From an optimization exercise on the open Yosys and OpenROAD flow, aimed at a short achievable clock period and few clock cycles; shortcuts taken in it are not production practice.
Only simulation tests tie the RTL to the original design; equivalence was not proved.
Power figures rest on the tool's default switching activity, not on a simulated workload.

==> flow/design.v (excerpt) <==
module mips_pipeline (
  input         clk,
  input         reset,
  output [31:0] imem_addr,
  input  [31:0] imem_data,
  output [31:0] dmem_addr,
  output [31:0] dmem_wdata,
  output        dmem_we,
  input  [31:0] dmem_rdata
);
Size: roughly 4500 cells after synthesis, ~1500 flip-flops.
export LEC_CHECK = 0
export ABC_CLOCK_PERIOD_IN_PS = 2500
export CAP_MARGIN = 20
export CORE_MARGIN = 2
export CORE_UTILIZATION = 55
export SETUP_SLACK_MARGIN = 4.6
export SLEW_MARGIN = 20
create_clock -name core_clock -period 8.0 [get_ports {clk}]
run.sh (not shown) runs the stock make flow with config.mk's settings and CLKGATE_MAP_FILE= SYNTH_SCRIPT=/design/flow/synth_recipe.tcl, a recipe that flattens the netlist after the stock synthesis.
Testbench counts at the start, summed over its fixed seeds: cycles 19,971.
Change:
--- a/flow/config.mk
+++ b/flow/config.mk
@@ -10,4 +10,6 @@
 export CORE_MARGIN = 2
-export CORE_UTILIZATION = 55
-export SETUP_SLACK_MARGIN = 4.6
+export CORE_UTILIZATION = 62
+export CTS_CLUSTER_DIAMETER = 100
+export CTS_CLUSTER_SIZE = 30
+export SETUP_SLACK_MARGIN = 5
 export SLEW_MARGIN = 20
The new run finished clean.
Clock-buffer cell count drops by 121.
Worst setup slack gains 120 ps.
Design area falls by 2.8%.
Register-to-register slack is better by 120 ps.

---

== v53 ==
The RTL this note starts from:
==> flow/design.v <==
module mips_pipeline (
  input         clk,
  input         reset,
  output [31:0] imem_addr,
  input  [31:0] imem_data,
  output [31:0] dmem_addr,
  output [31:0] dmem_wdata,
  output        dmem_we,
  input  [31:0] dmem_rdata
);
reg  [29:0] pc;                        
reg         v_d;
reg  [31:0] ins_d;
reg         pred_d;
reg  [29:0] pc4_d;
reg         pok_d;
reg         beq_e, pred_e;
reg         rw_e, ld_e, sw_e, mem_e;
reg  [4:0]  dst_e;
reg  [29:0] alt_e;
reg  [29:0] tgt_e;                     
reg         pfix_e;                    
reg  [31:0] ap_e;                      
reg  [31:0] bp_e;                      
reg  [31:0] rp_e;                      
reg         fam_e, bam_e, fbm_e;       
reg         fan_e, ban_e, fbn_e;       
reg         sub_e, and_e, or_e, ar_e, slt_e;
reg         subn_e;                    
reg         rw_m, ld_m, sw_m;
reg         mis_m;                     
reg  [29:0] alt_m;                     
reg  [4:0]  dst_m;
reg  [31:0] alu_m, sd_m;
reg  [31:0] da_m;                      
reg         rw_w;
reg  [4:0]  dst_w;
reg  [31:0] wbd;
reg  [31:0] rf [1:31];
assign imem_addr = {pc, 2'b00};
wire [29:0] pc_inc = pc + 30'd1;
wire [5:0]  f_op   = imem_data[31:26];
wire        f_j    = (f_op == 6'h02);
wire        f_beq  = (f_op == 6'h04);
wire        f_pred = f_j | (f_beq & (imem_data[15] | (imem_data[25:21] == imem_data[20:16])));
wire [10:0] f_lo   = {1'b0, pc[9:0]} + {1'b0, imem_data[9:0]} + 11'd1;
wire        f_pok  = imem_data[15] ? (f_lo[10] & (&imem_data[15:10]))
                                   : (~f_lo[10] & ~(|imem_data[15:10]));
wire [29:0] f_tgt  = f_j ? {pc_inc[29:26], imem_data[25:0]} : {pc[29:10], f_lo[9:0]};
wire [29:0] f_npc  = f_pred ? f_tgt : pc_inc;
wire [5:0] op    = ins_d[31:26];
wire [4:0] rs    = ins_d[25:21];
wire [4:0] rt    = ins_d[20:16];
wire [4:0] rd    = ins_d[15:11];
wire [5:0] funct = ins_d[5:0];
wire [31:0] simm = {{16{ins_d[15]}}, ins_d[15:0]};
wire is_r    = (op == 6'h00);
wire is_addi = (op == 6'h08);
wire is_lw   = (op == 6'h23);
wire is_sw   = (op == 6'h2b);
wire is_beq  = (op == 6'h04);
wire use_rs = is_r | is_addi | is_lw | is_sw | is_beq;
wire use_rt = is_r | is_sw | is_beq;
wire [4:0] dst_d = is_r ? rd : rt;
wire rw_d = (is_r | is_addi | is_lw) && (dst_d != 5'd0);
wire [29:0] brt_d = pc4_d + simm[29:0];      
wire sub_d = is_r & (funct == 6'h22 || funct == 6'h2a);
wire stall = v_d && ld_e &&
             ((use_rs && rs == dst_e) || (use_rt && rt == dst_e));
wire [31:0] wb_rs = (rw_w && dst_w == rs) ? wbd : rf[rs];
wire [31:0] wb_rt = (rw_w && dst_w == rt) ? wbd : rf[rt];
wire [31:0] rsv_d = (rs == 5'd0) ? 32'd0 : wb_rs;
wire [31:0] rtv_d = (rt == 5'd0) ? 32'd0 : wb_rt;
wire [31:0] mem_val = ld_m ? dmem_rdata : alu_m;
wire fa_m = rw_e && dst_e == rs;
wire fb_m = rw_e && dst_e == rt;
wire fa_k = rw_m && dst_m == rs;
wire fb_k = rw_m && dst_m == rt;
wire [31:0] ap_d = fa_k ? mem_val : rsv_d;
wire [31:0] rp_d = fb_k ? mem_val : rtv_d;
wire [31:0] bp_d = is_r ? (rp_d ^ {32{sub_d}}) : simm;
wire [31:0] a  = {fan_e ? ap_e[31:16] : alu_m[31:16],
                  fam_e ? alu_m[15:0] : ap_e[15:0]};
wire [31:0] bf = {fbn_e ? rp_e[31:16] : alu_m[31:16],
                  fbm_e ? alu_m[15:0] : rp_e[15:0]};
wire [31:0] bx = {ban_e ? bp_e[31:16] : (alu_m[31:16] ^ {16{~subn_e}}),
                  bam_e ? (alu_m[15:0] ^ {16{sub_e}}) : bp_e[15:0]};
wire [31:0] sum;
wire        cout;
ks_add32 u_add (.a(a), .b(bx), .ci(sub_e), .s(sum), .co(cout));
wire [31:0] res = ({32{and_e}} & (a & bx)) |
                  ({32{or_e}}  & (a | bx)) |
                  ({32{ar_e}}  & sum) |
                  {31'd0, slt_e & ~cout};
wire eq_rr = (ap_e == rp_e);
wire eq_mr = (alu_m == rp_e);
wire eq_rm = (ap_e == alu_m);
wire eq = fam_e ? (fbm_e | eq_mr) : (fbm_e ? eq_rm : eq_rr);
wire ex_mis      = beq_e & ((eq != pred_e) | (pfix_e & eq));
wire redirect    = mis_m;
wire id_go       = v_d & ~stall & ~redirect;
always @(posedge clk) begin
  if (reset)            pc <= 30'd0;
  else if (redirect)    pc <= alt_m;
  else if (!stall)      pc <= f_npc;
  if (reset || redirect)    v_d <= 1'b0;
  else if (!stall)          v_d <= 1'b1;
  if (!stall) begin
    ins_d  <= imem_data;
    pred_d <= f_pred;
    pc4_d  <= pc_inc;
    pok_d  <= f_pok;
  end
  if (reset || !id_go) begin
    beq_e <= 1'b0; rw_e <= 1'b0; ld_e <= 1'b0; sw_e <= 1'b0; mem_e <= 1'b0;
  end else begin
    beq_e <= is_beq;
    rw_e  <= rw_d;
    ld_e  <= is_lw & rw_d;
    sw_e  <= is_sw;
    mem_e <= is_sw | is_lw;
  end
  pred_e <= pred_d;
  dst_e  <= dst_d;
  alt_e  <= pred_d ? pc4_d : brt_d;
  tgt_e  <= brt_d;
  pfix_e <= is_beq & pred_d & ~pok_d;
  ap_e   <= ap_d;
  bp_e   <= bp_d;
  rp_e   <= rp_d;
  fam_e  <= fa_m;
  fbm_e  <= fb_m;
  bam_e  <= is_r & fb_m;
  fan_e  <= ~fa_m;
  fbn_e  <= ~fb_m;
  ban_e  <= ~(is_r & fb_m);
  sub_e  <= sub_d;
  subn_e <= ~sub_d;
  and_e  <= is_r & (funct == 6'h24);
  or_e   <= is_r & (funct == 6'h25);
  ar_e   <= ~is_r | (funct == 6'h20) | (funct == 6'h22);
  slt_e  <= is_r & (funct == 6'h2a);
  if (reset || redirect) begin
    rw_m <= 1'b0; ld_m <= 1'b0; sw_m <= 1'b0; mis_m <= 1'b0;
  end else begin
    rw_m <= rw_e; ld_m <= ld_e; sw_m <= sw_e; mis_m <= ex_mis;
  end
  alt_m <= (pfix_e & eq) ? tgt_e : alt_e;
  dst_m <= dst_e;
  alu_m <= res;
  da_m  <= sum & {32{mem_e}};
  sd_m  <= bf;
  if (reset) rw_w <= 1'b0;
  else       rw_w <= rw_m;
  dst_w <= dst_m;
  wbd   <= mem_val;
  if (rw_w) rf[dst_w] <= wbd;
end
assign dmem_addr  = da_m;
assign dmem_wdata = sd_m;
assign dmem_we    = sw_m;
endmodule
module ks_add32 (
  input  [31:0] a,
  input  [31:0] b,
  input         ci,
  output [31:0] s,
  output        co
);
wire [31:0] p = a ^ b;
wire [31:0] g0 = a & b;
reg  [31:0] g, t;
integer i, k;
always @(*) begin
  g = g0;
  t = p;
  g[0] = g0[0] | (p[0] & ci);
  for (k = 1; k < 32; k = k * 2)
    for (i = 31; i >= k; i = i - 1) begin
      g[i] = g[i] | (t[i] & g[i-k]);
      t[i] = t[i] & t[i-k];
    end
end
assign s  = p ^ {g[30:0], ci};
assign co = g[31];
endmodule
==> flow/config.mk <==
export PLATFORM = sky130hd
export DESIGN_NAME = mips_pipeline
export DESIGN_NICKNAME = mips_pipeline
export VERILOG_FILES = /design/flow/design.v
export SDC_FILE = /design/flow/constraint.sdc
export NUM_CORES = 4
export LEC_CHECK = 0
export ABC_CLOCK_PERIOD_IN_PS = 2500
export CAP_MARGIN = 20
export CORE_MARGIN = 2
export CORE_UTILIZATION = 62
export SETUP_SLACK_MARGIN = 5
export SLEW_MARGIN = 20
export SYNTH_HIERARCHICAL = 1
export SYNTH_MINIMUM_KEEP_SIZE = 0
==> flow/constraint.sdc <==
create_clock -name core_clock -period 8.0 [get_ports {clk}]
set_input_delay 1.6000 -clock core_clock [delete_from_list [all_inputs] [get_ports {clk}]]
set_output_delay 1.6000 -clock core_clock [all_outputs]
set_load 0.01 [all_outputs]
Testbench counts of v53, summed over its fixed seeds: cycles 19,971.
Changes in v37 relative to v53:
- CTS_CLUSTER_DIAMETER now 80, previously not set
- CORE_UTILIZATION now 66, was 62
- CTS_CLUSTER_SIZE now 24, previously not set
Notes after the runs:
Diff v53..v37 | share of synthesized area spent on multiplexers | unchanged. v37 vs v53 on non-filler instance count after layout: v37 is the lower one. Post-layout total power: v37 lower than v53. v37: sequential fraction of total cell area is 2.1 points higher than what v53 reported. v53 has a lower share of total power in combinational logic than v37. v37: maximum fanout along the worst path is 1 lower than what v53 reported. Summary: with v53 as the reference, number of nets in the layout in v37 moved down slightly. Compare v53 and v37 | area growth from synthesis to layout lower: v37. The clock network fraction of total power reported for v37 is smaller than that of v53 by 11 points. In the reports for v53 and v37, the smaller minimum clock period belongs to v53. v37 ended up with a lower number of antenna violations at the first check in global routing than v53 did.
[inputs] v6 vs v37
- clearing CTS_CLUSTER_SIZE, which used to be 24
- clearing SYNTH_HIERARCHICAL, which used to be 1
- clearing CTS_CLUSTER_DIAMETER, which used to be 80
- swapping 66 for 70 in CORE_UTILIZATION
- clearing SYNTH_MINIMUM_KEEP_SIZE, which used to be 0
- On v6: post-cts gate resize count is 190 higher than what v37 gave.
- The via count reported for v6 is higher than the one for v37.
- What v37 reported for global-route wire length before repair has to be multiplied by 1.08 to get the figure for v6.
- v6 vs. v37: minimum clock period grew by 0.15 ns, sequential power held steady, non-clock buffer count grew by 68, core outline area shrank by about 5%.
- | proportion of cell area occupied by multi-input gates | v6 vs v37 | 1.3 points lower |

[static timing again, ports no longer ideal]
The flow's constraints put no driver on any port. The routed layouts listed below were extracted and timed again, unchanged, in two steps.
Step 1 assumes that a clkbuf_16 drives the clock port and a buf_2 every other input.
Step 2 times the ports against the registers' clock, not the clock port: input delays grow and output delays shrink by t, the midpoint of the rising clock arrivals with the driver on.
Three values: ideal ports, drivers, drivers and shift; two values: the first two.
| run | t, ns | setup WS [ns] | worst hold slack (ns) | latest minus earliest clock arrival (ns) |
|---|---|---|---|---|
| the first run of note 1 | 0.867 | 4.568 / 4.568 / 3.862 | 0.396 / 0.396 / 0.396 | 0.027 / 0.027 |
| the second run of note 1 | 0.789 | 4.690 / 4.690 / 4.091 | 0.401 / 0.401 / 0.401 | 0.034 / 0.034 |
| v53 | 0.823 | 4.738 / 4.738 / 4.060 | 0.397 / 0.397 / 0.397 | 0.036 / 0.036 |
| v37 | 0.762 | 4.721 / 4.721 / 4.072 | 0.394 / 0.394 / 0.394 | 0.046 / 0.047 |
| v6 | 0.850 | 4.573 / 4.573 / 4.051 | 0.381 / 0.381 / 0.381 | 0.034 / 0.034 |
After both steps every run listed still meets setup and hold. The setup slack of the first run of note 1, which loses most, moves by 0.000 ns with the drivers and by -0.706 ns with both steps.
